From an optimization exercise on the open Yosys and OpenROAD flow, aimed at small area, a short achievable clock period and few clock cycles; shortcuts taken in it are not production practice. RTL that was checked went through simulation tests only; none was proved equivalent to the original. Function not checked in run 1: the RTL went through the layout flow alone.

==> flow/design.v (outline; a module is shown in full before it is edited, if it fits) <==
// module tx_path: 103 lines
// module tx_rnd_u: 558 lines
// module tx_rnd_w: 588 lines
// module rx_path: 190 lines
// module rx_sign: 2705 lines
// module dpsk_modem: 51 lines
module dpsk_modem (
  input  logic        clk,
  input  logic        rst_n,
  input  logic        cfg_qpsk,      
  input  logic        cfg_bypass,    
  input  logic        tx_in_valid,
  output logic        tx_in_ready,
  input  logic [7:0]  tx_in_data,
  input  logic        tx_in_last,
  output logic        tx_out_valid,
  input  logic        tx_out_ready,
  output logic [31:0] tx_out_data,
  output logic        tx_out_last,
  input  logic        rx_in_valid,
  output logic        rx_in_ready,
  input  logic [31:0] rx_in_data,
  input  logic        rx_in_last,
  output logic        rx_out_valid,
  input  logic        rx_out_ready,
  output logic [7:0]  rx_out_data,
  output logic        rx_out_last
);
  // ...
==> flow/flow/run.sh <==
#!/bin/bash
set -e
cd "$(dirname "$0")/.."
export SETUP_SLACK_MARGIN=${SETUP_SLACK_MARGIN:-7.5}
bash standard.sh > standard.log 2>&1
==> flow/standard.sh <==
#!/bin/bash
# synth_recipe.tcl (not shown) runs the flow's synth.tcl, then flattens the netlist and writes it again
# the make line also repeats each setting of config.mk as NAME=value (left out here)
make -C /OpenROAD-flow-scripts/flow DESIGN_CONFIG=/design/flow/config.mk WORK_HOME=/design/flow/orfs CLKGATE_MAP_FILE= SYNTH_SCRIPT=/design/flow/synth_recipe.tcl "${@:-finish}"
==> flow/config.mk <==
export PLATFORM = sky130hd
export DESIGN_NAME = dpsk_modem
export DESIGN_NICKNAME = dpsk_modem
export VERILOG_FILES = /design/flow/design.v
export SDC_FILE = /design/flow/constraint.sdc
export NUM_CORES = 4
export LEC_CHECK = 0
export CAP_MARGIN = 20
export CORE_MARGIN = 2
export CORE_UTILIZATION = 40
export SLEW_MARGIN = 20
==> flow/constraint.sdc <==
create_clock -name core_clock -period 14.0 [get_ports {clk}]
set_input_delay 2.8000 -clock core_clock [delete_from_list [all_inputs] [get_ports {clk}]]
set_output_delay 2.8000 -clock core_clock [all_outputs]
set_load 0.01 [all_outputs]
==> results_dict.tcl, run 1 <==
set metrics [dict create \
    drive_above_1_share_pct 9.58 \
    tap_cells 1488 \
    synth_mux_area_share_pct 1.22 \
    slew_headroom_pct 28.1 \
    rows 122 \
    min_to "u_rx.l2$_DFF_P_" \
    ys.warnings.count 5 \
    met1_usage_pct 34.4 \
    outcome "finished clean" \
    first_pass_iters 7 \
    nFlopsAndLatches 203 \
    tns_ps 0 \
    yosys_register_bits 203 \
    multi_input_area_mm2 0.0350 \
    drv_slew 0 \
    dpl.cell_count 6176 \
    antenna_found_initial 0 \
    die_y_um 337 \
    layout.cells.non_filler 6329 \
    grt-busiest-layer "met2" \
    synth_ff_type "dfrtp_1" \
    grt_use_met3_pct 4.01 \
    synthAdderAreaFrac_pct 39.8 \
    sh_seq_area_pct 10.3 \
    synth_top_family_by_area "adder cells" \
    yosysMostFrequentCell "inv_1" \
    crit_start "u_tx.pI[7]$_DFFE_PN1P_" \
    finalClockSkew_ps 33.4 \
    reg2reg_depth 22 \
    multi_input_area_share_pct 71.9 \
    netlist_instances 4885 \
    critPathSlowestCell "dfstp_4" \
    buf_share_pct 4.96 \
    cp_num_buf_inv 5 \
    crit_path_end "u_tx.pQ[12]$_DFFE_PN0P_" \
    synth_commonest_cells "inv_1, fa_1, xnor2_1" \
    synth_compound_area_share_pct 17.2 \
    grt_usage_pct 26.5 \
    grt_pass1_wl_mm 230 \
    fmax_ghz 0.156 \
    cp_max_fo 5 \
    vias_per_cell 5.76 \
]
==> module tx_path, before the edit <==
module tx_path (
  input  logic        clk,
  input  logic        rst_n,
  input  logic        qpsk,          
  input  logic        in_valid,
  output logic        in_ready,
  input  logic [7:0]  in_data,
  input  logic        in_last,
  output logic        out_valid,
  input  logic        out_ready,
  output logic [31:0] out_data,
  output logic        out_last
);
  logic [7:0] cur;
  logic [3:0] ccnt;                    
  logic       clast;
  logic [7:0] nxt;
  logic       nv, nlast;
  logic signed [15:0] pI, pQ;
  logic               ov, olast;
  assign in_ready  = ~nv;
  assign out_valid = ov;
  assign out_data  = {pI, pQ};
  assign out_last  = olast;
  logic adv, cur_free, acc;
  assign adv      = (ccnt != 4'd0) & (~ov | out_ready);
  assign cur_free = (ccnt == 4'd0) | (adv & (ccnt == 4'd1));
  assign acc      = in_valid & ~nv;
  logic b0, b1;
  assign b0 = cur[0];
  assign b1 = cur[1];
  logic [15:0] tu, su, cu, tw, sw, cw;
  logic        fu, xu, fw, xw;
  tx_rnd_u u_ru (.pI(pI), .pQ(pQ), .t(tu), .sat(fu), .sv(su), .ex(xu), .c(cu));
  tx_rnd_w u_rw (.pI(pI), .pQ(pQ), .t(tw), .sat(fw), .sv(sw), .ex(xw), .c(cw));
  logic        uI, iI, uQ, iQ, fI, fQ;
  logic [15:0] FI, FQ;
  logic signed [15:0] nI, nQ;
  always_comb begin
    uI = b1 ^ b0;
    iI = b0;
    uQ = ~(b1 ^ b0);
    iQ = b1;
    if (qpsk) begin
      fI = uI ? (fu | (iI & xu)) : (fw | (iI & xw));
      FI = uI ? ((iI & xu) ? cu : (su ^ {16{iI}})) : ((iI & xw) ? cw : (sw ^ {16{iI}}));
      fQ = uQ ? (fu | (iQ & xu)) : (fw | (iQ & xw));
      FQ = uQ ? ((iQ & xu) ? cu : (su ^ {16{iQ}})) : ((iQ & xw) ? cw : (sw ^ {16{iQ}}));
    end else begin
      fI = 1'b1;
      FI = b0 ? (pI ^ 16'hfffe) : pI;
      fQ = 1'b1;
      FQ = pQ;
    end
    nI = fI ? FI : ((uI ? tu : tw) ^ {16{iI}});
    nQ = fQ ? FQ : ((uQ ? tu : tw) ^ {16{iQ}});
  end
  always_ff @(posedge clk or negedge rst_n) begin
    if (!rst_n) begin
      pI    <= 16'sd32767;
      pQ    <= 16'sd0;
      ov    <= 1'b0;
      olast <= 1'b0;
      ccnt  <= 4'd0;
      clast <= 1'b0;
      nv    <= 1'b0;
      nlast <= 1'b0;
    end else begin
      if (adv) begin
        pI    <= nI;
        pQ    <= nQ;
        ov    <= 1'b1;
        olast <= clast & (ccnt == 4'd1);
      end else if (out_ready) begin
        ov    <= 1'b0;
      end
      if (cur_free) begin
        if (nv) begin
          ccnt  <= qpsk ? 4'd4 : 4'd8;
          clast <= nlast;
        end else if (acc) begin
          ccnt  <= qpsk ? 4'd4 : 4'd8;
          clast <= in_last;
        end else begin
          ccnt  <= 4'd0;
        end
      end else if (adv) begin
        ccnt <= ccnt - 4'd1;
      end
      if (cur_free & nv) nv <= 1'b0;
      else if (acc & ~cur_free) begin
        nv    <= 1'b1;
        nlast <= in_last;
      end
    end
  end
  always_ff @(posedge clk) begin
    if (cur_free & nv)       cur <= nxt;
    else if (cur_free & acc) cur <= in_data;
    else if (adv)            cur <= qpsk ? {2'b00, cur[7:2]} : {1'b0, cur[7:1]};
    if (acc & ~cur_free) nxt <= in_data;
  end
endmodule
==> module tx_rnd_u, before the edit <==
module tx_rnd_u (
  input  logic [15:0] pI, pQ,
  output logic [15:0] t,        
  output logic        sat,      
  output logic [15:0] sv,       
  output logic        ex,       
  output logic [15:0] c
);
  wire [17:0] x = {{2{pI[15]}}, pI} + {{2{pQ[15]}}, pQ};
  wire [15:0] lo = {1'b0, pI[14:0]} + {1'b0, pQ[14:0]};
  wire neg = (pI[15] & pQ[15]) | ((pI[15] ^ pQ[15]) & ~lo[15]);
  wire sat_p = $signed(x) >= 18'sd46342;
  wire sat_n = $signed(x) <= -18'sd46342;
  wire t_h0, t_k0;
  assign t_h0 = pI[11] ^ pI[5];
  assign t_k0 = pI[11] & pI[5];
  wire t_s0, t_c0;
  assign t_s0 = pI[12] ^ pI[6] ^ pI[4];
  assign t_c0 = (pI[12] & pI[6]) | (pI[12] & pI[4]) | (pI[6] & pI[4]);
  wire t_s1, t_c1;
  assign t_s1 = 1'b1 ^ pI[13] ^ pI[7];
  assign t_c1 = (1'b1 & pI[13]) | (1'b1 & pI[7]) | (pI[13] & pI[7]);
  wire t_s2, t_c2;
  assign t_s2 = pI[5] ^ pI[3] ^ pI[2];
  assign t_c2 = (pI[5] & pI[3]) | (pI[5] & pI[2]) | (pI[3] & pI[2]);
  wire t_h1, t_k1;
  assign t_h1 = pI[0] ^ pQ[13];
  assign t_k1 = pI[0] & pQ[13];
  wire t_s3, t_c3;
  assign t_s3 = 1'b1 ^ pI[14] ^ pI[8];
  assign t_c3 = (1'b1 & pI[14]) | (1'b1 & pI[8]) | (pI[14] & pI[8]);
  wire t_s4, t_c4;
  assign t_s4 = pI[6] ^ pI[4] ^ pI[3];
  assign t_c4 = (pI[6] & pI[4]) | (pI[6] & pI[3]) | (pI[4] & pI[3]);
  wire t_s5, t_c5;
  assign t_s5 = pI[1] ^ pQ[14] ^ pQ[8];
  assign t_c5 = (pI[1] & pQ[14]) | (pI[1] & pQ[8]) | (pQ[14] & pQ[8]);
  wire t_h2, t_k2;
  assign t_h2 = pQ[6] ^ pQ[4];
  assign t_k2 = pQ[6] & pQ[4];
  wire t_s6, t_c6;
  assign t_s6 = 1'b1 ^ ~pI[15] ^ pI[9];
  assign t_c6 = (1'b1 & ~pI[15]) | (1'b1 & pI[9]) | (~pI[15] & pI[9]);
  wire t_s7, t_c7;
  assign t_s7 = pI[7] ^ pI[5] ^ pI[4];
  assign t_c7 = (pI[7] & pI[5]) | (pI[7] & pI[4]) | (pI[5] & pI[4]);
  wire t_s8, t_c8;
  assign t_s8 = pI[2] ^ ~pQ[15] ^ pQ[9];
  assign t_c8 = (pI[2] & ~pQ[15]) | (pI[2] & pQ[9]) | (~pQ[15] & pQ[9]);
  wire t_s9, t_c9;
  assign t_s9 = pQ[7] ^ pQ[5] ^ pQ[4];
  assign t_c9 = (pQ[7] & pQ[5]) | (pQ[7] & pQ[4]) | (pQ[5] & pQ[4]);
  wire t_s10, t_c10;
  assign t_s10 = pI[10] ^ pI[8] ^ pI[6];
  assign t_c10 = (pI[10] & pI[8]) | (pI[10] & pI[6]) | (pI[8] & pI[6]);
  wire t_s11, t_c11;
  assign t_s11 = pI[5] ^ pI[3] ^ pQ[10];
  assign t_c11 = (pI[5] & pI[3]) | (pI[5] & pQ[10]) | (pI[3] & pQ[10]);
  wire t_h3, t_k3;
  assign t_h3 = pQ[8] ^ pQ[6];
  assign t_k3 = pQ[8] & pQ[6];
  wire t_s12, t_c12;
  assign t_s12 = 1'b1 ^ pI[11] ^ pI[9];
  assign t_c12 = (1'b1 & pI[11]) | (1'b1 & pI[9]) | (pI[11] & pI[9]);
  wire t_s13, t_c13;
  assign t_s13 = pI[7] ^ pI[6] ^ pI[4];
  assign t_c13 = (pI[7] & pI[6]) | (pI[7] & pI[4]) | (pI[6] & pI[4]);
  wire t_h4, t_k4;
  assign t_h4 = pQ[11] ^ pQ[9];
  assign t_k4 = pQ[11] & pQ[9];
  wire t_s14, t_c14;
  assign t_s14 = 1'b1 ^ pI[12] ^ pI[10];
  assign t_c14 = (1'b1 & pI[12]) | (1'b1 & pI[10]) | (pI[12] & pI[10]);
  wire t_s15, t_c15;
  assign t_s15 = pI[8] ^ pI[7] ^ pI[5];
  assign t_c15 = (pI[8] & pI[7]) | (pI[8] & pI[5]) | (pI[7] & pI[5]);
  wire t_h5, t_k5;
  assign t_h5 = pQ[12] ^ pQ[10];
  assign t_k5 = pQ[12] & pQ[10];
  wire t_s16, t_c16;
  assign t_s16 = 1'b1 ^ pI[13] ^ pI[11];
  assign t_c16 = (1'b1 & pI[13]) | (1'b1 & pI[11]) | (pI[13] & pI[11]);
  wire t_s17, t_c17;
  assign t_s17 = pI[9] ^ pI[8] ^ pI[6];
  assign t_c17 = (pI[9] & pI[8]) | (pI[9] & pI[6]) | (pI[8] & pI[6]);
  wire t_h6, t_k6;
  assign t_h6 = pQ[13] ^ pQ[11];
  assign t_k6 = pQ[13] & pQ[11];
  wire t_s18, t_c18;
  assign t_s18 = 1'b1 ^ pI[14] ^ pI[12];
  assign t_c18 = (1'b1 & pI[14]) | (1'b1 & pI[12]) | (pI[14] & pI[12]);
  wire t_s19, t_c19;
  assign t_s19 = pI[10] ^ pI[9] ^ pI[7];
  assign t_c19 = (pI[10] & pI[9]) | (pI[10] & pI[7]) | (pI[9] & pI[7]);
  wire t_h7, t_k7;
  assign t_h7 = pQ[14] ^ pQ[12];
  assign t_k7 = pQ[14] & pQ[12];
  wire t_s20, t_c20;
  assign t_s20 = 1'b1 ^ ~pI[15] ^ pI[13];
  assign t_c20 = (1'b1 & ~pI[15]) | (1'b1 & pI[13]) | (~pI[15] & pI[13]);
  wire t_s21, t_c21;
  assign t_s21 = pI[11] ^ pI[10] ^ pI[8];
  assign t_c21 = (pI[11] & pI[10]) | (pI[11] & pI[8]) | (pI[10] & pI[8]);
  wire t_h8, t_k8;
  assign t_h8 = ~pQ[15] ^ pQ[13];
  assign t_k8 = ~pQ[15] & pQ[13];
  wire t_s22, t_c22;
  assign t_s22 = pI[14] ^ pI[12] ^ pI[11];
  assign t_c22 = (pI[14] & pI[12]) | (pI[14] & pI[11]) | (pI[12] & pI[11]);
  wire t_h9, t_k9;
  assign t_h9 = 1'b1 ^ ~pI[15];
  assign t_k9 = 1'b1 & ~pI[15];
  wire t_s23, t_c23;
  assign t_s23 = pI[10] ^ pI[4] ^ pI[2];
  assign t_c23 = (pI[10] & pI[4]) | (pI[10] & pI[2]) | (pI[4] & pI[2]);
  wire t_s24, t_c24;
  assign t_s24 = pI[3] ^ pI[1] ^ pI[0];
  assign t_c24 = (pI[3] & pI[1]) | (pI[3] & pI[0]) | (pI[1] & pI[0]);
  wire t_s25, t_c25;
  assign t_s25 = pQ[11] ^ pQ[5] ^ pQ[3];
  assign t_c25 = (pQ[11] & pQ[5]) | (pQ[11] & pQ[3]) | (pQ[5] & pQ[3]);
  wire t_s26, t_c26;
  assign t_s26 = pI[2] ^ pI[1] ^ pQ[12];
  assign t_c26 = (pI[2] & pI[1]) | (pI[2] & pQ[12]) | (pI[1] & pQ[12]);
  wire t_s27, t_c27;
  assign t_s27 = pQ[6] ^ pQ[4] ^ pQ[2];
  assign t_c27 = (pQ[6] & pQ[4]) | (pQ[6] & pQ[2]) | (pQ[4] & pQ[2]);
  wire t_h10, t_k10;
  assign t_h10 = pQ[1] ^ t_k0;
  assign t_k10 = pQ[1] & t_k0;
  wire t_s28, t_c28;
  assign t_s28 = pQ[7] ^ pQ[5] ^ pQ[3];
  assign t_c28 = (pQ[7] & pQ[5]) | (pQ[7] & pQ[3]) | (pQ[5] & pQ[3]);
  wire t_s29, t_c29;
  assign t_s29 = pQ[2] ^ pQ[0] ^ t_h1;
  assign t_c29 = (pQ[2] & pQ[0]) | (pQ[2] & t_h1) | (pQ[0] & t_h1);
  wire t_s30, t_c30;
  assign t_s30 = t_c0 ^ t_s1 ^ t_s2;
  assign t_c30 = (t_c0 & t_s1) | (t_c0 & t_s2) | (t_s1 & t_s2);
  wire t_s31, t_c31;
  assign t_s31 = pQ[3] ^ pQ[1] ^ t_k1;
  assign t_c31 = (pQ[3] & pQ[1]) | (pQ[3] & t_k1) | (pQ[1] & t_k1);
  wire t_s32, t_c32;
  assign t_s32 = t_h2 ^ t_c1 ^ t_c2;
  assign t_c32 = (t_h2 & t_c1) | (t_h2 & t_c2) | (t_c1 & t_c2);
  wire t_s33, t_c33;
  assign t_s33 = t_s3 ^ t_s4 ^ t_s5;
  assign t_c33 = (t_s3 & t_s4) | (t_s3 & t_s5) | (t_s4 & t_s5);
  wire t_s34, t_c34;
  assign t_s34 = pQ[2] ^ t_k2 ^ t_c3;
  assign t_c34 = (pQ[2] & t_k2) | (pQ[2] & t_c3) | (t_k2 & t_c3);
  wire t_s35, t_c35;
  assign t_s35 = t_c4 ^ t_c5 ^ t_s6;
  assign t_c35 = (t_c4 & t_c5) | (t_c4 & t_s6) | (t_c5 & t_s6);
  wire t_s36, t_c36;
  assign t_s36 = t_s7 ^ t_s8 ^ t_s9;
  assign t_c36 = (t_s7 & t_s8) | (t_s7 & t_s9) | (t_s8 & t_s9);
  wire t_s37, t_c37;
  assign t_s37 = pQ[5] ^ pQ[3] ^ t_h3;
  assign t_c37 = (pQ[5] & pQ[3]) | (pQ[5] & t_h3) | (pQ[3] & t_h3);
  wire t_s38, t_c38;
  assign t_s38 = t_c6 ^ t_c7 ^ t_c8;
  assign t_c38 = (t_c6 & t_c7) | (t_c6 & t_c8) | (t_c7 & t_c8);
  wire t_s39, t_c39;
  assign t_s39 = t_c9 ^ t_s10 ^ t_s11;
  assign t_c39 = (t_c9 & t_s10) | (t_c9 & t_s11) | (t_s10 & t_s11);
  wire t_s40, t_c40;
  assign t_s40 = pQ[7] ^ pQ[6] ^ pQ[4];
  assign t_c40 = (pQ[7] & pQ[6]) | (pQ[7] & pQ[4]) | (pQ[6] & pQ[4]);
  wire t_s41, t_c41;
  assign t_s41 = t_k3 ^ t_h4 ^ t_c10;
  assign t_c41 = (t_k3 & t_h4) | (t_k3 & t_c10) | (t_h4 & t_c10);
  wire t_s42, t_c42;
  assign t_s42 = t_c11 ^ t_s12 ^ t_s13;
  assign t_c42 = (t_c11 & t_s12) | (t_c11 & t_s13) | (t_s12 & t_s13);
  wire t_s43, t_c43;
  assign t_s43 = pQ[8] ^ pQ[7] ^ pQ[5];
  assign t_c43 = (pQ[8] & pQ[7]) | (pQ[8] & pQ[5]) | (pQ[7] & pQ[5]);
  wire t_s44, t_c44;
  assign t_s44 = t_k4 ^ t_h5 ^ t_c12;
  assign t_c44 = (t_k4 & t_h5) | (t_k4 & t_c12) | (t_h5 & t_c12);
  wire t_s45, t_c45;
  assign t_s45 = t_c13 ^ t_s14 ^ t_s15;
  assign t_c45 = (t_c13 & t_s14) | (t_c13 & t_s15) | (t_s14 & t_s15);
  wire t_s46, t_c46;
  assign t_s46 = pQ[9] ^ pQ[8] ^ pQ[6];
  assign t_c46 = (pQ[9] & pQ[8]) | (pQ[9] & pQ[6]) | (pQ[8] & pQ[6]);
  wire t_s47, t_c47;
  assign t_s47 = t_k5 ^ t_h6 ^ t_c14;
  assign t_c47 = (t_k5 & t_h6) | (t_k5 & t_c14) | (t_h6 & t_c14);
  wire t_s48, t_c48;
  assign t_s48 = t_c15 ^ t_s16 ^ t_s17;
  assign t_c48 = (t_c15 & t_s16) | (t_c15 & t_s17) | (t_s16 & t_s17);
  wire t_s49, t_c49;
  assign t_s49 = pQ[10] ^ pQ[9] ^ pQ[7];
  assign t_c49 = (pQ[10] & pQ[9]) | (pQ[10] & pQ[7]) | (pQ[9] & pQ[7]);
  wire t_s50, t_c50;
  assign t_s50 = t_k6 ^ t_h7 ^ t_c16;
  assign t_c50 = (t_k6 & t_h7) | (t_k6 & t_c16) | (t_h7 & t_c16);
  wire t_s51, t_c51;
  assign t_s51 = t_c17 ^ t_s18 ^ t_s19;
  assign t_c51 = (t_c17 & t_s18) | (t_c17 & t_s19) | (t_s18 & t_s19);
  wire t_s52, t_c52;
  assign t_s52 = pQ[11] ^ pQ[10] ^ pQ[8];
  assign t_c52 = (pQ[11] & pQ[10]) | (pQ[11] & pQ[8]) | (pQ[10] & pQ[8]);
  wire t_s53, t_c53;
  assign t_s53 = t_k7 ^ t_h8 ^ t_c18;
  assign t_c53 = (t_k7 & t_h8) | (t_k7 & t_c18) | (t_h8 & t_c18);
  wire t_s54, t_c54;
  assign t_s54 = t_c19 ^ t_s20 ^ t_s21;
  assign t_c54 = (t_c19 & t_s20) | (t_c19 & t_s21) | (t_s20 & t_s21);
  wire t_s55, t_c55;
  assign t_s55 = pI[9] ^ pQ[14] ^ pQ[12];
  assign t_c55 = (pI[9] & pQ[14]) | (pI[9] & pQ[12]) | (pQ[14] & pQ[12]);
  wire t_s56, t_c56;
  assign t_s56 = pQ[11] ^ pQ[9] ^ t_k8;
  assign t_c56 = (pQ[11] & pQ[9]) | (pQ[11] & t_k8) | (pQ[9] & t_k8);
  wire t_s57, t_c57;
  assign t_s57 = t_c20 ^ t_c21 ^ t_s22;
  assign t_c57 = (t_c20 & t_c21) | (t_c20 & t_s22) | (t_c21 & t_s22);
  wire t_s58, t_c58;
  assign t_s58 = pI[13] ^ pI[12] ^ pI[10];
  assign t_c58 = (pI[13] & pI[12]) | (pI[13] & pI[10]) | (pI[12] & pI[10]);
  wire t_s59, t_c59;
  assign t_s59 = ~pQ[15] ^ pQ[13] ^ pQ[12];
  assign t_c59 = (~pQ[15] & pQ[13]) | (~pQ[15] & pQ[12]) | (pQ[13] & pQ[12]);
  wire t_s60, t_c60;
  assign t_s60 = pQ[10] ^ t_h9 ^ t_c22;
  assign t_c60 = (pQ[10] & t_h9) | (pQ[10] & t_c22) | (t_h9 & t_c22);
  wire t_s61, t_c61;
  assign t_s61 = pI[14] ^ pI[13] ^ pI[11];
  assign t_c61 = (pI[14] & pI[13]) | (pI[14] & pI[11]) | (pI[13] & pI[11]);
  wire t_s62, t_c62;
  assign t_s62 = pQ[14] ^ pQ[13] ^ pQ[11];
  assign t_c62 = (pQ[14] & pQ[13]) | (pQ[14] & pQ[11]) | (pQ[13] & pQ[11]);
  wire t_s63, t_c63;
  assign t_s63 = 1'b1 ^ ~pI[15] ^ pI[14];
  assign t_c63 = (1'b1 & ~pI[15]) | (1'b1 & pI[14]) | (~pI[15] & pI[14]);
  wire t_h11, t_k11;
  assign t_h11 = pI[12] ^ ~pQ[15];
  assign t_k11 = pI[12] & ~pQ[15];
  wire t_s64, t_c64;
  assign t_s64 = pI[8] ^ pI[2] ^ pI[0];
  assign t_c64 = (pI[8] & pI[2]) | (pI[8] & pI[0]) | (pI[2] & pI[0]);
  wire t_s65, t_c65;
  assign t_s65 = pI[9] ^ pI[3] ^ pI[1];
  assign t_c65 = (pI[9] & pI[3]) | (pI[9] & pI[1]) | (pI[3] & pI[1]);
  wire t_h12, t_k12;
  assign t_h12 = pQ[9] ^ pQ[3];
  assign t_k12 = pQ[9] & pQ[3];
  wire t_s66, t_c66;
  assign t_s66 = pI[0] ^ pQ[10] ^ pQ[4];
  assign t_c66 = (pI[0] & pQ[10]) | (pI[0] & pQ[4]) | (pQ[10] & pQ[4]);
  wire t_s67, t_c67;
  assign t_s67 = pQ[2] ^ pQ[0] ^ t_s23;
  assign t_c67 = (pQ[2] & pQ[0]) | (pQ[2] & t_s23) | (pQ[0] & t_s23);
  wire t_s68, t_c68;
  assign t_s68 = pQ[1] ^ pQ[0] ^ t_h0;
  assign t_c68 = (pQ[1] & pQ[0]) | (pQ[1] & t_h0) | (pQ[0] & t_h0);
  wire t_s69, t_c69;
  assign t_s69 = t_c23 ^ t_s24 ^ t_s25;
  assign t_c69 = (t_c23 & t_s24) | (t_c23 & t_s25) | (t_s24 & t_s25);
  wire t_s70, t_c70;
  assign t_s70 = t_c24 ^ t_c25 ^ t_s26;
  assign t_c70 = (t_c24 & t_c25) | (t_c24 & t_s26) | (t_c25 & t_s26);
  wire t_s71, t_c71;
  assign t_s71 = t_s27 ^ t_s0 ^ t_h10;
  assign t_c71 = (t_s27 & t_s0) | (t_s27 & t_h10) | (t_s0 & t_h10);
  wire t_s72, t_c72;
  assign t_s72 = t_c26 ^ t_c27 ^ t_k10;
  assign t_c72 = (t_c26 & t_c27) | (t_c26 & t_k10) | (t_c27 & t_k10);
  wire t_s73, t_c73;
  assign t_s73 = t_s28 ^ t_s29 ^ t_s30;
  assign t_c73 = (t_s28 & t_s29) | (t_s28 & t_s30) | (t_s29 & t_s30);
  wire t_s74, t_c74;
  assign t_s74 = t_c28 ^ t_s31 ^ t_c29;
  assign t_c74 = (t_c28 & t_s31) | (t_c28 & t_c29) | (t_s31 & t_c29);
  wire t_s75, t_c75;
  assign t_s75 = t_c30 ^ t_s32 ^ t_s33;
  assign t_c75 = (t_c30 & t_s32) | (t_c30 & t_s33) | (t_s32 & t_s33);
  wire t_s76, t_c76;
  assign t_s76 = t_c31 ^ t_c32 ^ t_c33;
  assign t_c76 = (t_c31 & t_c32) | (t_c31 & t_c33) | (t_c32 & t_c33);
  wire t_s77, t_c77;
  assign t_s77 = t_s34 ^ t_s35 ^ t_s36;
  assign t_c77 = (t_s34 & t_s35) | (t_s34 & t_s36) | (t_s35 & t_s36);
  wire t_s78, t_c78;
  assign t_s78 = t_s37 ^ t_c34 ^ t_c35;
  assign t_c78 = (t_s37 & t_c34) | (t_s37 & t_c35) | (t_c34 & t_c35);
  wire t_s79, t_c79;
  assign t_s79 = t_c36 ^ t_s38 ^ t_s39;
  assign t_c79 = (t_c36 & t_s38) | (t_c36 & t_s39) | (t_s38 & t_s39);
  wire t_s80, t_c80;
  assign t_s80 = t_s40 ^ t_c37 ^ t_c38;
  assign t_c80 = (t_s40 & t_c37) | (t_s40 & t_c38) | (t_c37 & t_c38);
  wire t_s81, t_c81;
  assign t_s81 = t_c39 ^ t_s41 ^ t_s42;
  assign t_c81 = (t_c39 & t_s41) | (t_c39 & t_s42) | (t_s41 & t_s42);
  wire t_s82, t_c82;
  assign t_s82 = t_c40 ^ t_s43 ^ t_c41;
  assign t_c82 = (t_c40 & t_s43) | (t_c40 & t_c41) | (t_s43 & t_c41);
  wire t_s83, t_c83;
  assign t_s83 = t_c42 ^ t_s44 ^ t_s45;
  assign t_c83 = (t_c42 & t_s44) | (t_c42 & t_s45) | (t_s44 & t_s45);
  wire t_s84, t_c84;
  assign t_s84 = t_c43 ^ t_s46 ^ t_c44;
  assign t_c84 = (t_c43 & t_s46) | (t_c43 & t_c44) | (t_s46 & t_c44);
  wire t_s85, t_c85;
  assign t_s85 = t_c45 ^ t_s47 ^ t_s48;
  assign t_c85 = (t_c45 & t_s47) | (t_c45 & t_s48) | (t_s47 & t_s48);
  wire t_s86, t_c86;
  assign t_s86 = t_c46 ^ t_s49 ^ t_c47;
  assign t_c86 = (t_c46 & t_s49) | (t_c46 & t_c47) | (t_s49 & t_c47);
  wire t_s87, t_c87;
  assign t_s87 = t_c48 ^ t_s50 ^ t_s51;
  assign t_c87 = (t_c48 & t_s50) | (t_c48 & t_s51) | (t_s50 & t_s51);
  wire t_s88, t_c88;
  assign t_s88 = t_c49 ^ t_s52 ^ t_c50;
  assign t_c88 = (t_c49 & t_s52) | (t_c49 & t_c50) | (t_s52 & t_c50);
  wire t_s89, t_c89;
  assign t_s89 = t_c51 ^ t_s53 ^ t_s54;
  assign t_c89 = (t_c51 & t_s53) | (t_c51 & t_s54) | (t_s53 & t_s54);
  wire t_s90, t_c90;
  assign t_s90 = t_c52 ^ t_s55 ^ t_s56;
  assign t_c90 = (t_c52 & t_s55) | (t_c52 & t_s56) | (t_s55 & t_s56);
  wire t_s91, t_c91;
  assign t_s91 = t_c53 ^ t_c54 ^ t_s57;
  assign t_c91 = (t_c53 & t_c54) | (t_c53 & t_s57) | (t_c54 & t_s57);
  wire t_s92, t_c92;
  assign t_s92 = t_c55 ^ t_s58 ^ t_s59;
  assign t_c92 = (t_c55 & t_s58) | (t_c55 & t_s59) | (t_s58 & t_s59);
  wire t_s93, t_c93;
  assign t_s93 = t_c56 ^ t_c57 ^ t_s60;
  assign t_c93 = (t_c56 & t_c57) | (t_c56 & t_s60) | (t_c57 & t_s60);
  wire t_s94, t_c94;
  assign t_s94 = t_k9 ^ t_c58 ^ t_c59;
  assign t_c94 = (t_k9 & t_c58) | (t_k9 & t_c59) | (t_c58 & t_c59);
  wire t_s95, t_c95;
  assign t_s95 = t_s61 ^ t_s62 ^ t_c60;
  assign t_c95 = (t_s61 & t_s62) | (t_s61 & t_c60) | (t_s62 & t_c60);
  wire t_s96, t_c96;
  assign t_s96 = pQ[14] ^ pQ[12] ^ t_h11;
  assign t_c96 = (pQ[14] & pQ[12]) | (pQ[14] & t_h11) | (pQ[12] & t_h11);
  wire t_s97, t_c97;
  assign t_s97 = t_c61 ^ t_c62 ^ t_s63;
  assign t_c97 = (t_c61 & t_c62) | (t_c61 & t_s63) | (t_c62 & t_s63);
  wire t_s98, t_c98;
  assign t_s98 = ~pI[15] ^ pI[13] ^ ~pQ[15];
  assign t_c98 = (~pI[15] & pI[13]) | (~pI[15] & ~pQ[15]) | (pI[13] & ~pQ[15]);
  wire t_s99, t_c99;
  assign t_s99 = pQ[13] ^ t_k11 ^ t_c63;
  assign t_c99 = (pQ[13] & t_k11) | (pQ[13] & t_c63) | (t_k11 & t_c63);
  wire t_h13, t_k13;
  assign t_h13 = pI[6] ^ pI[0];
  assign t_k13 = pI[6] & pI[0];
  wire t_s100, t_c100;
  assign t_s100 = pI[7] ^ pI[1] ^ pQ[7];
  assign t_c100 = (pI[7] & pI[1]) | (pI[7] & pQ[7]) | (pI[1] & pQ[7]);
  wire t_s101, t_c101;
  assign t_s101 = pQ[8] ^ pQ[2] ^ pQ[0];
  assign t_c101 = (pQ[8] & pQ[2]) | (pQ[8] & pQ[0]) | (pQ[2] & pQ[0]);
  wire t_s102, t_c102;
  assign t_s102 = pQ[1] ^ t_h12 ^ t_c64;
  assign t_c102 = (pQ[1] & t_h12) | (pQ[1] & t_c64) | (t_h12 & t_c64);
  wire t_s103, t_c103;
  assign t_s103 = t_k12 ^ t_c65 ^ t_s66;
  assign t_c103 = (t_k12 & t_c65) | (t_k12 & t_s66) | (t_c65 & t_s66);
  wire t_s104, t_c104;
  assign t_s104 = t_c66 ^ t_s68 ^ t_c67;
  assign t_c104 = (t_c66 & t_s68) | (t_c66 & t_c67) | (t_s68 & t_c67);
  wire t_s105, t_c105;
  assign t_s105 = t_c68 ^ t_c69 ^ t_s70;
  assign t_c105 = (t_c68 & t_c69) | (t_c68 & t_s70) | (t_c69 & t_s70);
  wire t_s106, t_c106;
  assign t_s106 = t_c70 ^ t_s72 ^ t_c71;
  assign t_c106 = (t_c70 & t_s72) | (t_c70 & t_c71) | (t_s72 & t_c71);
  wire t_s107, t_c107;
  assign t_s107 = t_c72 ^ t_s74 ^ t_c73;
  assign t_c107 = (t_c72 & t_s74) | (t_c72 & t_c73) | (t_s74 & t_c73);
  wire t_s108, t_c108;
  assign t_s108 = t_c74 ^ t_c75 ^ t_s76;
  assign t_c108 = (t_c74 & t_c75) | (t_c74 & t_s76) | (t_c75 & t_s76);
  wire t_s109, t_c109;
  assign t_s109 = t_c76 ^ t_c77 ^ t_s78;
  assign t_c109 = (t_c76 & t_c77) | (t_c76 & t_s78) | (t_c77 & t_s78);
  wire t_s110, t_c110;
  assign t_s110 = t_c78 ^ t_s80 ^ t_c79;
  assign t_c110 = (t_c78 & t_s80) | (t_c78 & t_c79) | (t_s80 & t_c79);
  wire t_s111, t_c111;
  assign t_s111 = t_c80 ^ t_s82 ^ t_c81;
  assign t_c111 = (t_c80 & t_s82) | (t_c80 & t_c81) | (t_s82 & t_c81);
  wire t_s112, t_c112;
  assign t_s112 = t_c82 ^ t_s84 ^ t_c83;
  assign t_c112 = (t_c82 & t_s84) | (t_c82 & t_c83) | (t_s84 & t_c83);
  wire t_s113, t_c113;
  assign t_s113 = t_c84 ^ t_s86 ^ t_c85;
  assign t_c113 = (t_c84 & t_s86) | (t_c84 & t_c85) | (t_s86 & t_c85);
  wire t_s114, t_c114;
  assign t_s114 = t_c86 ^ t_s88 ^ t_c87;
  assign t_c114 = (t_c86 & t_s88) | (t_c86 & t_c87) | (t_s88 & t_c87);
  wire t_s115, t_c115;
  assign t_s115 = t_s90 ^ t_c88 ^ t_c89;
  assign t_c115 = (t_s90 & t_c88) | (t_s90 & t_c89) | (t_c88 & t_c89);
  wire t_s116, t_c116;
  assign t_s116 = t_s92 ^ t_c90 ^ t_c91;
  assign t_c116 = (t_s92 & t_c90) | (t_s92 & t_c91) | (t_c90 & t_c91);
  wire t_s117, t_c117;
  assign t_s117 = t_c92 ^ t_s94 ^ t_c93;
  assign t_c117 = (t_c92 & t_s94) | (t_c92 & t_c93) | (t_s94 & t_c93);
  wire t_s118, t_c118;
  assign t_s118 = t_s96 ^ t_c94 ^ t_s97;
  assign t_c118 = (t_s96 & t_c94) | (t_s96 & t_s97) | (t_c94 & t_s97);
  wire t_s119, t_c119;
  assign t_s119 = t_s98 ^ t_c96 ^ t_c97;
  assign t_c119 = (t_s98 & t_c96) | (t_s98 & t_c97) | (t_c96 & t_c97);
  wire t_s120, t_c120;
  assign t_s120 = pI[14] ^ pQ[14] ^ t_c98;
  assign t_c120 = (pI[14] & pQ[14]) | (pI[14] & t_c98) | (pQ[14] & t_c98);
  wire t_h14, t_k14;
  assign t_h14 = 1'b1 ^ ~pI[15];
  assign t_k14 = 1'b1 & ~pI[15];
  wire t_h15, t_k15;
  assign t_h15 = pQ[6] ^ pQ[0];
  assign t_k15 = pQ[6] & pQ[0];
  wire t_s121, t_c121;
  assign t_s121 = pQ[1] ^ t_k13 ^ t_s100;
  assign t_c121 = (pQ[1] & t_k13) | (pQ[1] & t_s100) | (t_k13 & t_s100);
  wire t_s122, t_c122;
  assign t_s122 = t_c100 ^ t_s101 ^ t_s64;
  assign t_c122 = (t_c100 & t_s101) | (t_c100 & t_s64) | (t_s101 & t_s64);
  wire t_s123, t_c123;
  assign t_s123 = t_c101 ^ t_s65 ^ t_s102;
  assign t_c123 = (t_c101 & t_s65) | (t_c101 & t_s102) | (t_s65 & t_s102);
  wire t_s124, t_c124;
  assign t_s124 = t_c102 ^ t_s103 ^ t_s67;
  assign t_c124 = (t_c102 & t_s103) | (t_c102 & t_s67) | (t_s103 & t_s67);
  wire t_s125, t_c125;
  assign t_s125 = t_c103 ^ t_s69 ^ t_s104;
  assign t_c125 = (t_c103 & t_s69) | (t_c103 & t_s104) | (t_s69 & t_s104);
  wire t_s126, t_c126;
  assign t_s126 = t_s71 ^ t_c104 ^ t_s105;
  assign t_c126 = (t_s71 & t_c104) | (t_s71 & t_s105) | (t_c104 & t_s105);
  wire t_s127, t_c127;
  assign t_s127 = t_c105 ^ t_s106 ^ t_s73;
  assign t_c127 = (t_c105 & t_s106) | (t_c105 & t_s73) | (t_s106 & t_s73);
  wire t_s128, t_c128;
  assign t_s128 = t_c106 ^ t_s75 ^ t_s107;
  assign t_c128 = (t_c106 & t_s75) | (t_c106 & t_s107) | (t_s75 & t_s107);
  wire t_s129, t_c129;
  assign t_s129 = t_s77 ^ t_c107 ^ t_s108;
  assign t_c129 = (t_s77 & t_c107) | (t_s77 & t_s108) | (t_c107 & t_s108);
  wire t_s130, t_c130;
  assign t_s130 = t_s79 ^ t_c108 ^ t_s109;
  assign t_c130 = (t_s79 & t_c108) | (t_s79 & t_s109) | (t_c108 & t_s109);
  wire t_s131, t_c131;
  assign t_s131 = t_s81 ^ t_c109 ^ t_s110;
  assign t_c131 = (t_s81 & t_c109) | (t_s81 & t_s110) | (t_c109 & t_s110);
  wire t_s132, t_c132;
  assign t_s132 = t_s83 ^ t_c110 ^ t_s111;
  assign t_c132 = (t_s83 & t_c110) | (t_s83 & t_s111) | (t_c110 & t_s111);
  wire t_s133, t_c133;
  assign t_s133 = t_s85 ^ t_c111 ^ t_s112;
  assign t_c133 = (t_s85 & t_c111) | (t_s85 & t_s112) | (t_c111 & t_s112);
  wire t_s134, t_c134;
  assign t_s134 = t_s87 ^ t_c112 ^ t_s113;
  assign t_c134 = (t_s87 & t_c112) | (t_s87 & t_s113) | (t_c112 & t_s113);
  wire t_s135, t_c135;
  assign t_s135 = t_s89 ^ t_c113 ^ t_s114;
  assign t_c135 = (t_s89 & t_c113) | (t_s89 & t_s114) | (t_c113 & t_s114);
  wire t_s136, t_c136;
  assign t_s136 = t_s91 ^ t_c114 ^ t_s115;
  assign t_c136 = (t_s91 & t_c114) | (t_s91 & t_s115) | (t_c114 & t_s115);
  wire t_s137, t_c137;
  assign t_s137 = t_s93 ^ t_c115 ^ t_s116;
  assign t_c137 = (t_s93 & t_c115) | (t_s93 & t_s116) | (t_c115 & t_s116);
  wire t_s138, t_c138;
  assign t_s138 = t_s95 ^ t_s117 ^ t_c116;
  assign t_c138 = (t_s95 & t_s117) | (t_s95 & t_c116) | (t_s117 & t_c116);
  wire t_s139, t_c139;
  assign t_s139 = t_c95 ^ t_s118 ^ t_c117;
  assign t_c139 = (t_c95 & t_s118) | (t_c95 & t_c117) | (t_s118 & t_c117);
  wire t_s140, t_c140;
  assign t_s140 = t_s99 ^ t_c118 ^ t_s119;
  assign t_c140 = (t_s99 & t_c118) | (t_s99 & t_s119) | (t_c118 & t_s119);
  wire t_s141, t_c141;
  assign t_s141 = t_c99 ^ t_s120 ^ t_c119;
  assign t_c141 = (t_c99 & t_s120) | (t_c99 & t_c119) | (t_s120 & t_c119);
  wire t_s142, t_c142;
  assign t_s142 = ~pQ[15] ^ t_h14 ^ t_c120;
  assign t_c142 = (~pQ[15] & t_h14) | (~pQ[15] & t_c120) | (t_h14 & t_c120);
  wire t_s143, t_c143;
  assign t_s143 = t_c127 ^ t_s128 ^ ~neg;
  assign t_c143 = (t_c127 & t_s128) | (t_c127 & ~neg) | (t_s128 & ~neg);
  wire t_h16, t_k16;
  assign t_h16 = t_c128 ^ t_s129;
  assign t_k16 = t_c128 & t_s129;
  wire t_h17, t_k17;
  assign t_h17 = t_c129 ^ t_s130;
  assign t_k17 = t_c129 & t_s130;
  wire t_h18, t_k18;
  assign t_h18 = t_c130 ^ t_s131;
  assign t_k18 = t_c130 & t_s131;
  wire t_h19, t_k19;
  assign t_h19 = t_c131 ^ t_s132;
  assign t_k19 = t_c131 & t_s132;
  wire t_h20, t_k20;
  assign t_h20 = t_c132 ^ t_s133;
  assign t_k20 = t_c132 & t_s133;
  wire t_h21, t_k21;
  assign t_h21 = t_c133 ^ t_s134;
  assign t_k21 = t_c133 & t_s134;
  wire t_h22, t_k22;
  assign t_h22 = t_c134 ^ t_s135;
  assign t_k22 = t_c134 & t_s135;
  wire t_h23, t_k23;
  assign t_h23 = t_c135 ^ t_s136;
  assign t_k23 = t_c135 & t_s136;
  wire t_h24, t_k24;
  assign t_h24 = t_c136 ^ t_s137;
  assign t_k24 = t_c136 & t_s137;
  wire t_h25, t_k25;
  assign t_h25 = t_c137 ^ t_s138;
  assign t_k25 = t_c137 & t_s138;
  wire t_h26, t_k26;
  assign t_h26 = t_c138 ^ t_s139;
  assign t_k26 = t_c138 & t_s139;
  wire t_h27, t_k27;
  assign t_h27 = t_c139 ^ t_s140;
  assign t_k27 = t_c139 & t_s140;
  wire t_h28, t_k28;
  assign t_h28 = t_c140 ^ t_s141;
  assign t_k28 = t_c140 & t_s141;
  wire t_h29, t_k29;
  assign t_h29 = t_c141 ^ t_s142;
  assign t_k29 = t_c141 & t_s142;
  wire t_h30, t_k30;
  assign t_h30 = t_c142 ^ t_k14;
  assign t_k30 = t_c142 & t_k14;
  wire [29:0] ta = {t_k29, t_k28, t_k27, t_k26, t_k25, t_k24, t_k23, t_k22, t_k21, t_k20, t_k19, t_k18, t_k17, t_k16, t_c143, t_s143, t_c126, t_c125, t_c124, t_c123, t_c122, t_c121, t_k15, t_h15, pI[5], pI[4], pI[3], pI[2], pI[1], pI[0]};
  wire [29:0] tb = {t_h30, t_h29, t_h28, t_h27, t_h26, t_h25, t_h24, t_h23, t_h22, t_h21, t_h20, t_h19, t_h18, t_h17, t_h16, 1'b0, t_s127, t_s126, t_s125, t_s124, t_s123, t_s122, t_s121, t_h13, pQ[5], pQ[4], pQ[3], pQ[2], pQ[1], pQ[0]};
  wire [29:0] T = ta + tb;
  assign t = T[29:14];
  assign sat = sat_p | sat_n;
  assign sv = sat_p ? 16'h7fff : 16'h8000;
  always_comb begin
    ex = (x[13:0] == 14'h2000);
    case (x[17:14])
      4'd0: c = 16'he95f;
      4'd1: c = 16'hbc1e;
      4'd2: c = 16'h8edd;
      4'd13: c = 16'h7123;
      4'd14: c = 16'h43e2;
      4'd15: c = 16'h16a1;
      default: begin c = 16'h0000; ex = 1'b0; end
    endcase
    if (x == 18'd0) begin c = 16'h0000; ex = 1'b1; end
  end
endmodule
==> module rx_path, before the edit <==
module rx_path (
  input  logic        clk,
  input  logic        rst_n,
  input  logic        qpsk,          
  input  logic        in_valid,
  output logic        in_ready,
  input  logic [31:0] in_data,
  input  logic        in_last,
  output logic        out_valid,
  input  logic        out_ready,
  output logic [7:0]  out_data,
  output logic        out_last
);
  logic [3:0] K;
  assign K = qpsk ? 4'd2 : 4'd1;
  logic signed [15:0] yI, yQ;
  logic [7:0]         pIn, pIo, pIt, pQn, pQo, pQt;
  logic               nsI, nsQ;      
  logic               v1, l1;
  logic               rdy;
  logic               acc;
  assign in_ready = rdy;
  assign acc      = in_valid & rdy;
  logic [7:0] eIn, eIo, eIt, eQn, eQo, eQt;
  logic [16:0] yIx, yQx;
  assign yIx = {yI, 1'b0};
  assign yQx = {yQ, 1'b0};
  always_comb begin
    for (int i = 0; i < 8; i++) begin
      eIn[i] = yIx[2*i+2];
      eIo[i] = yIx[2*i+1] ^ yIx[2*i];
      eIt[i] = (yIx[2*i+2] & ~yIx[2*i+1] & ~yIx[2*i]) | (~yIx[2*i+2] & yIx[2*i+1] & yIx[2*i]);
      eQn[i] = yQx[2*i+2];
      eQo[i] = yQx[2*i+1] ^ yQx[2*i];
      eQt[i] = (yQx[2*i+2] & ~yQx[2*i+1] & ~yQx[2*i]) | (~yQx[2*i+2] & yQx[2*i+1] & yQx[2*i]);
    end
  end
  logic [7:0] reG, imG;
  logic [7:1] reP, imP;
  logic       reX, imX;
  rx_sign u_sign (
    .yI(yI), .yQ(yQ),
    .pIn(pIn), .pIo(pIo), .pIt(pIt),
    .pQn(pQn), .pQo(pQo), .pQt(pQt),
    .reG(reG), .reP(reP), .reX(reX),
    .imG(imG), .imP(imP), .imX(imX)
  );
  logic y_p1, y_m1, y_pj, y_mj;
  assign y_p1 = (yI ==  16'sd32767) && (yQ == 16'sd0);
  assign y_m1 = (yI == -16'sd32767) && (yQ == 16'sd0);
  assign y_pj = (yI == 16'sd0) && (yQ ==  16'sd32767);
  assign y_mj = (yI == 16'sd0) && (yQ == -16'sd32767);
  logic fast, fb0, fb1;
  always_comb begin
    fast = y_p1 | y_m1 | y_pj | y_mj;
    if (y_p1)      begin fb0 = pIn[7]; fb1 = nsQ;    end
    else if (y_m1) begin fb0 = nsI;    fb1 = pQn[7]; end
    else if (y_pj) begin fb0 = pQn[7]; fb1 = pIn[7]; end
    else           begin fb0 = nsQ;    fb1 = nsI;    end
  end
  logic [7:0] reG2, imG2;
  logic [7:1] reP2, imP2;
  logic       reX2, imX2;
  logic       fast2, fb02, fb12;
  logic       v2, l2;
  logic cre, cim;
  always_comb begin
    cre = reG2[0];
    cim = imG2[0];
    for (int i = 1; i < 8; i++) begin
      cre = reG2[i] | (reP2[i] & cre);
      cim = imG2[i] | (imP2[i] & cim);
    end
  end
  logic b0, b1;
  assign b0 = fast2 ? fb02 : (reX2 ^ cre);
  assign b1 = fast2 ? fb12 : (imX2 ^ cim);
  logic [7:0] pk;                      
  logic [3:0] fill;                    
  logic       plast;
  logic [7:0] ob;
  logic       obv, oblast;
  assign out_valid = obv;
  assign out_data  = ob;
  assign out_last  = oblast;
  logic [7:0] pk_sh;
  assign pk_sh = qpsk ? {b1, b0, pk[7:2]} : {b0, pk[7:1]};
  logic pend, done;
  assign pend = (fill == 4'd8);
  assign done = v2 & (fill + K == 4'd8);
  logic [3:0] fill_n, fill_w;
  logic       obv_n, obv_w, plast_n, oblast_n, ob_load;
  always_comb begin
    fill_n   = fill;
    obv_n    = obv & ~out_ready;
    plast_n  = plast;
    oblast_n = oblast;
    ob_load  = 1'b0;
    if (pend) begin
      if (~obv | out_ready) begin
        ob_load  = 1'b1;
        obv_n    = 1'b1;
        oblast_n = plast;
        fill_n   = v2 ? K : 4'd0;
        plast_n  = v2 & l2;
      end
    end else if (v2) begin
      if (done) begin
        if (~obv | out_ready) begin
          ob_load  = 1'b1;
          obv_n    = 1'b1;
          oblast_n = plast | l2;
          fill_n   = 4'd0;
          plast_n  = 1'b0;
        end else begin
          fill_n   = 4'd8;
          plast_n  = plast | l2;
        end
      end else begin
        fill_n  = fill + K;
        plast_n = plast | l2;
      end
    end
    fill_w = fill;
    obv_w  = obv;
    if (pend) begin
      if (~obv) begin
        obv_w  = 1'b1;
        fill_w = v2 ? K : 4'd0;
      end
    end else if (v2) begin
      if (done) begin
        if (~obv) begin
          obv_w  = 1'b1;
          fill_w = 4'd0;
        end else begin
          fill_w = 4'd8;
        end
      end else begin
        fill_w = fill + K;
      end
    end
  end
  logic [4:0] occ_w;
  assign occ_w = {1'b0, K} + (v1 ? {1'b0, K} : 5'd0) + {1'b0, fill_w} + (obv_w ? 5'd8 : 5'd0);
  always_ff @(posedge clk or negedge rst_n) begin
    if (!rst_n) begin
      pIn    <= 8'h7f;
      pIo    <= 8'h01;
      pIt    <= 8'h80;
      pQn    <= 8'h00;
      pQo    <= 8'h00;
      pQt    <= 8'h00;
      nsI    <= 1'b1;
      nsQ    <= 1'b0;
      v1     <= 1'b0;
      v2     <= 1'b0;
      rdy    <= 1'b1;
      fill   <= 4'd0;
      plast  <= 1'b0;
      obv    <= 1'b0;
      oblast <= 1'b0;
    end else begin
      v1 <= acc;
      v2 <= v1;
      if (v1) begin
        pIn <= eIn; pIo <= eIo; pIt <= eIt;
        pQn <= eQn; pQo <= eQo; pQt <= eQt;
        nsI <= ((yI != 16'sd0) & ~yI[15]) | (yI == -16'sd32768);
        nsQ <= ((yQ != 16'sd0) & ~yQ[15]) | (yQ == -16'sd32768);
      end
      rdy    <= (occ_w + {1'b0, K}) <= 5'd16;
      fill   <= fill_n;
      plast  <= plast_n;
      obv    <= obv_n;
      oblast <= oblast_n;
    end
  end
  always_ff @(posedge clk) begin
    yI <= in_data[31:16];
    yQ <= in_data[15:0];
    l1 <= in_last;
    l2    <= l1;
    reG2  <= reG;  reP2 <= reP;  reX2 <= reX;
    imG2  <= imG;  imP2 <= imP;  imX2 <= imX;
    fast2 <= fast; fb02 <= fb0;  fb12 <= fb1;
    if (v2 & ~(pend & obv & ~out_ready)) pk <= pk_sh;
    if (ob_load) ob <= pend ? pk : pk_sh;
  end
endmodule
==> run 2: changes to the inputs <==
--- a/flow/design.v
+++ b/flow/design.v
@@ -32,27 +32,18 @@
   assign b1 = cur[1];
-  logic [15:0] tu, su, cu, tw, sw, cw;
-  logic        fu, xu, fw, xw;
-  tx_rnd_u u_ru (.pI(pI), .pQ(pQ), .t(tu), .sat(fu), .sv(su), .ex(xu), .c(cu));
-  tx_rnd_w u_rw (.pI(pI), .pQ(pQ), .t(tw), .sat(fw), .sv(sw), .ex(xw), .c(cw));
-  logic        uI, iI, uQ, iQ, fI, fQ;
-  logic [15:0] FI, FQ;
+  logic [15:0] ru, rnu, rw, rnw;
+  tx_rnd_u u_ru (.pI(pI), .pQ(pQ), .r(ru), .rn(rnu));
+  tx_rnd_w u_rw (.pI(pI), .pQ(pQ), .r(rw), .rn(rnw));
   logic signed [15:0] nI, nQ;
   always_comb begin
-    uI = b1 ^ b0;
-    iI = b0;
-    uQ = ~(b1 ^ b0);
-    iQ = b1;
     if (qpsk) begin
-      fI = uI ? (fu | (iI & xu)) : (fw | (iI & xw));
-      FI = uI ? ((iI & xu) ? cu : (su ^ {16{iI}})) : ((iI & xw) ? cw : (sw ^ {16{iI}}));
-      fQ = uQ ? (fu | (iQ & xu)) : (fw | (iQ & xw));
-      FQ = uQ ? ((iQ & xu) ? cu : (su ^ {16{iQ}})) : ((iQ & xw) ? cw : (sw ^ {16{iQ}}));
+      case ({b1, b0})
+        2'b00: begin nI = rw;  nQ = ru;  end
+        2'b01: begin nI = rnu; nQ = rw;  end
+        2'b11: begin nI = rnw; nQ = rnu; end
+        default: begin nI = ru; nQ = rnw; end
+      endcase
     end else begin
-      fI = 1'b1;
-      FI = b0 ? (pI ^ 16'hfffe) : pI;
-      fQ = 1'b1;
-      FQ = pQ;
+      nI = b0 ? (pI ^ 16'hfffe) : pI;
+      nQ = pQ;
     end
-    nI = fI ? FI : ((uI ? tu : tw) ^ {16{iI}});
-    nQ = fQ ? FQ : ((uQ ? tu : tw) ^ {16{iQ}});
   end
@@ -106,7 +97,4 @@
   input  logic [15:0] pI, pQ,
-  output logic [15:0] t,        
-  output logic        sat,      
-  output logic [15:0] sv,       
-  output logic        ex,       
-  output logic [15:0] c
+  output logic [15:0] r,
+  output logic [15:0] rn
 );
@@ -645,5 +633,5 @@
   wire [29:0] T = ta + tb;
-  assign t = T[29:14];
-  assign sat = sat_p | sat_n;
-  assign sv = sat_p ? 16'h7fff : 16'h8000;
+  assign r = sat_p ? 16'h7fff : sat_n ? 16'h8000 : T[29:14];
+  logic [15:0] c;
+  logic       ex;
   always_comb begin
@@ -661,2 +649,3 @@
   end
+  assign rn = ex ? c : ~r;
 endmodule
@@ -664,7 +653,4 @@
   input  logic [15:0] pI, pQ,
-  output logic [15:0] t,        
-  output logic        sat,      
-  output logic [15:0] sv,       
-  output logic        ex,       
-  output logic [15:0] c
+  output logic [15:0] r,
+  output logic [15:0] rn
 );
@@ -1233,5 +1219,5 @@
   wire [29:0] T = ta + tb;
-  assign t = T[29:14];
-  assign sat = sat_p | sat_n;
-  assign sv = sat_p ? 16'h7fff : 16'h8000;
+  assign r = sat_p ? 16'h7fff : sat_n ? 16'h8000 : T[29:14];
+  logic [15:0] c;
+  logic       ex;
   always_comb begin
@@ -1249,2 +1235,3 @@
   end
+  assign rn = ex ? c : ~r;
 endmodule
@@ -1311,14 +1298,9 @@
   end
-  logic [7:0] reG2, imG2;
-  logic [7:1] reP2, imP2;
-  logic       reX2, imX2;
-  logic       fast2, fb02, fb12;
-  logic       v2, l2;
   logic cre, cim;
   always_comb begin
-    cre = reG2[0];
-    cim = imG2[0];
+    cre = reG[0];
+    cim = imG[0];
     for (int i = 1; i < 8; i++) begin
-      cre = reG2[i] | (reP2[i] & cre);
-      cim = imG2[i] | (imP2[i] & cim);
+      cre = reG[i] | (reP[i] & cre);
+      cim = imG[i] | (imP[i] & cim);
     end
@@ -1326,4 +1308,4 @@
   logic b0, b1;
-  assign b0 = fast2 ? fb02 : (reX2 ^ cre);
-  assign b1 = fast2 ? fb12 : (imX2 ^ cim);
+  assign b0 = fast ? fb0 : (reX ^ cre);
+  assign b1 = fast ? fb1 : (imX ^ cim);
   logic [7:0] pk;                      
@@ -1340,3 +1322,3 @@
   assign pend = (fill == 4'd8);
-  assign done = v2 & (fill + K == 4'd8);
+  assign done = v1 & (fill + K == 4'd8);
   logic [3:0] fill_n, fill_w;
@@ -1354,6 +1336,6 @@
         oblast_n = plast;
-        fill_n   = v2 ? K : 4'd0;
-        plast_n  = v2 & l2;
+        fill_n   = v1 ? K : 4'd0;
+        plast_n  = v1 & l1;
       end
-    end else if (v2) begin
+    end else if (v1) begin
       if (done) begin
@@ -1362,3 +1344,3 @@
           obv_n    = 1'b1;
-          oblast_n = plast | l2;
+          oblast_n = plast | l1;
           fill_n   = 4'd0;
@@ -1367,3 +1349,3 @@
           fill_n   = 4'd8;
-          plast_n  = plast | l2;
+          plast_n  = plast | l1;
         end
@@ -1371,3 +1353,3 @@
         fill_n  = fill + K;
-        plast_n = plast | l2;
+        plast_n = plast | l1;
       end
@@ -1379,5 +1361,5 @@
         obv_w  = 1'b1;
-        fill_w = v2 ? K : 4'd0;
+        fill_w = v1 ? K : 4'd0;
       end
-    end else if (v2) begin
+    end else if (v1) begin
       if (done) begin
@@ -1395,3 +1377,3 @@
   logic [4:0] occ_w;
-  assign occ_w = {1'b0, K} + (v1 ? {1'b0, K} : 5'd0) + {1'b0, fill_w} + (obv_w ? 5'd8 : 5'd0);
+  assign occ_w = {1'b0, K} + {1'b0, fill_w} + (obv_w ? 5'd8 : 5'd0);
   always_ff @(posedge clk or negedge rst_n) begin
@@ -1407,3 +1389,2 @@
       v1     <= 1'b0;
-      v2     <= 1'b0;
       rdy    <= 1'b1;
@@ -1415,3 +1396,2 @@
       v1 <= acc;
-      v2 <= v1;
       if (v1) begin
@@ -1433,7 +1413,3 @@
     l1 <= in_last;
-    l2    <= l1;
-    reG2  <= reG;  reP2 <= reP;  reX2 <= reX;
-    imG2  <= imG;  imP2 <= imP;  imX2 <= imX;
-    fast2 <= fast; fb02 <= fb0;  fb12 <= fb1;
-    if (v2 & ~(pend & obv & ~out_ready)) pk <= pk_sh;
+    if (v1 & ~(pend & obv & ~out_ready)) pk <= pk_sh;
     if (ob_load) ob <= pend ? pk : pk_sh;
==> run 2 against run 1 <==
  * Still clean on timing, DRC and antenna
  * Non-clock buffer count is 103 higher
  * Worst hold slack better by 190 ps
  * Routed wire length grew 12%
  * Highest routed layer is now met5
  * Sequential share of layout area is 1.7 points lower
  * Register-to-register slack worse by 170 ps
  * Die area fell by 1.4%
  * Core utilization is 1.9 points higher
==> results_dict.tcl, run 2 <==
set metrics [dict create \
    ys.warnings.count 5 \
    multi_input_area_mm2 0.0358 \
    reg2reg_depth 22 \
    drtIter0Drc 4886 \
    synth.yosys.seq_area_share_pct 9.55 \
    seqCellArea_mm2 0.00430 \
    synth_commonest_cells "inv_1, fa_1, xnor2_1" \
    cts_root_buffer "clkbuf_16" \
    yosysMostFrequentCell "inv_1" \
    ant_nets 0 \
    initial_core_util_pct 40.2 \
    clk_pin_slew_worst_paths_ps 100 \
    io_buffers 95 \
    finalSetupViolations 0 \
    drive_above_1_share_pct 13.5 \
    post-route-min-period_ps 6590 \
    synth_fp_nets 5863 \
    worst_slew_pin_slew_ps 968 \
    numCtsBuffers 17 \
    nets 5898 \
    required_ps 14370 \
    cts_max_level 4 \
    critPathArrivalTime_ps 6960 \
    synth.top_cell.area_share_pct 32.6 \
    cp-start-kind "flip-flop" \
    cts_tree "yes" \
    syn_area_per_cell_um2 9.06 \
    synth.area.top_cells "fa_1, xnor2_1, a22oi_1" \
    grt_max_degree 69 \
    die_w_um 335 \
    dp_slack_ps 5540 \
    clock_latency_ps 490 \
    hold_ws_ps 520 \
    vias 38200 \
    slew_headroom_pct 35.5 \
    mostFrequentLayoutCell "inv_1" \
    grt_pass1_wl_mm 249 \
    grt_usage_pct 29.5 \
    dieArea_mm2 0.112 \
    maxCapViolations 0 \
    fmax_ghz 0.152 \
    tns_ps 0 \
    fin_crit_sh_pct 47.0 \
    antenna_found_initial 2 \
    fin_util_pct 45.9 \
    gp_congestion 1.03 \
    clockBufferDepth 2 \
    syn_to_final_growth_pct 14.2 \
    drv_slew 0 \
    synth_top_area_cell "fa_1" \
    fin_ws_ps 7410 \
    synth_ff_type "dfrtp_1" \
    netlist_area_mm2 0.0437 \
    ios 96 \
    netlist_instances 4828 \
    first_pass_iters 8 \
    wl_per_cell_um 26.8 \
    cts_hold_buf 0 \
    cts.sinks 166 \
    cp_max_fo 6 \
    yosysUniqueCellTypes 108 \
    core_area_mm2 0.109 \
    antenna-diode-count 0 \
    num-fill-cells 10500 \
    finalClockSkew_ps 26.1 \
    grt_setup_unrepaired "yes" \
    grt_pass1_vias 38700 \
    route.detailed.drc 0 \
    wirelength_mm 168 \
    rows 121 \
    yosys_register_bits 166 \
    async_flop_share_pct 60.2 \
    hold_depth 1 \
    worstHoldPathType "reg2reg" \
    outcome "finished clean" \
    cp-end-kind "flip-flop" \
    vias_per_cell 6.08 \
    overflow 0 \
    synth-edff-count 32 \
    die_y_um 335 \
    hpwl_mm 109 \
    worstSetupPathType "reg2reg" \
    finalHoldViolCount 0 \
    layout_common_cells "inv_1, fa_1, xnor2_1, a22oi_1, ha_1" \
]
run 2: changes by cell type after synthesis, moves of 15 or more:
cell,before,now
o21ai_0,154,129
nand3b_1,6,22
inv_1,897,848
nand2_1,149,179
dfxtp_1,70,34
nand2b_1,35,20
o211ai_1,19,34
a31oi_1,20,41
nor2_1,196,172
run 2: cell families after synthesis:
family	synth area share [%]
adder cells (fa/ha/maj)	40.4
buffers and inverters	10.7
AO/OA/AOI/OAI	18.2
XOR/XNOR	12.3
multiplexers	0.721
AND/OR/NAND/NOR	8.05
flip-flops	9.55
run 2: per-layer routing:
metal  share of wire [%]  wire length [um]  up-vias  track usage (%)
li1                    -                 -    16000                -
met1                  40             68200    19300             41.0
met2                  42             71500     2469             44.2
met3                  13             21200      481             7.99
met4                 4.4              7410        6             9.86
met5               0.053                89        -                0
run 2: area by class of cell:
class                   count  area share (%)
clock buffers              17           0.852
multi-input cells        3429            71.7
repair buffers            386            8.15
well taps                1414            3.54
flip-flops and latches    166            8.61
clock inverters            15           0.351
inverters                 863            6.78
run 2: path summary, 6_finish.rpt:
| check | start | end | slack (ps) |
|---|---|---|---|
| setup reg to reg | u_tx.pI[0]$_DFFE_PN1P_ | u_tx.pQ[15]$_DFFE_PN0P_ | 7410 |
| min in group asynchronous | rst_n | u_tx.ccnt[0]$_DFFE_PN0P_ | 2310 |
| setup / recovery | u_tx.pI[0]$_DFFE_PN1P_ | u_tx.pQ[15]$_DFFE_PN0P_ | 7410 |
| hold reg to reg | u_tx.nlast$_DFFE_PN0P_ | u_tx.nlast$_DFFE_PN0P_ | 520 |
| hold / removal | u_tx.nlast$_DFFE_PN0P_ | u_tx.nlast$_DFFE_PN0P_ | 520 |
| max in group asynchronous | rst_n | u_rx.pQo[6]$_DFFE_PN0P_ | 10230 |
run 2: critical path, stage by stage (launching register included):
cell        delay, ps
dfstp_4           670
clkinvlp_4        140
fa_1              510
fa_1              520
inv_2              40
fa_2              340
fa_1              480
inv_1              50
fa_1              490
inv_2              50
fa_2              370
ha_4              260
a31o_4            240
a41oi_2           160
o211ai_1          140
o211ai_1          460
nand3_2           270
a221oi_4          350
xnor2_2           160
nand2_1           100
a221oi_2          300
a31oi_1            80
a32o_2            300
run 2: stage by stage:
stage / cell area [um^2] / instances
after floorplan: 43700 / 4828
after global placement: 45900 / 6088
after detailed placement: 45900 / 6088
after CTS: 47900 / 6186
after global routing: 49900 / 6290
final: 49900 / 6290
run 2: what timing repair did:
action | in CTS | in global routing
resized for setup | 185 | 251
setup endpoints to repair | 29 | 28
pin swaps | 19 | 99
buffers inserted | 64 | 94
gates cloned | 2 | 10
Testbench counts of run 2, summed over its fixed seeds: cycles 2,336.

## port drivers added, routing unchanged
No port has a modelled driver above. Below, the same layouts with a new extraction and two added sets of constraints. Step 1: set_driving_cell puts a clkbuf_16 on clk and a buf_2 on each other input, an assumption about the parent block. Step 2 also shifts input and output timing later by t, the mid clock arrival at the registers, as if the neighbouring blocks saw the same clock. Slacks: ideal ports / drivers / drivers and shift; pairs: ideal ports / drivers.
run | t (ns) | setup WS [ns] | clock arrival spread, ns
run 1 | 0.678 | 7.586 / 7.586 / 7.586 | 0.035 / 0.034
run 2 | 0.544 | 7.413 / 7.413 / 7.413 | 0.028 / 0.028
After both steps every run listed still meets setup and hold.
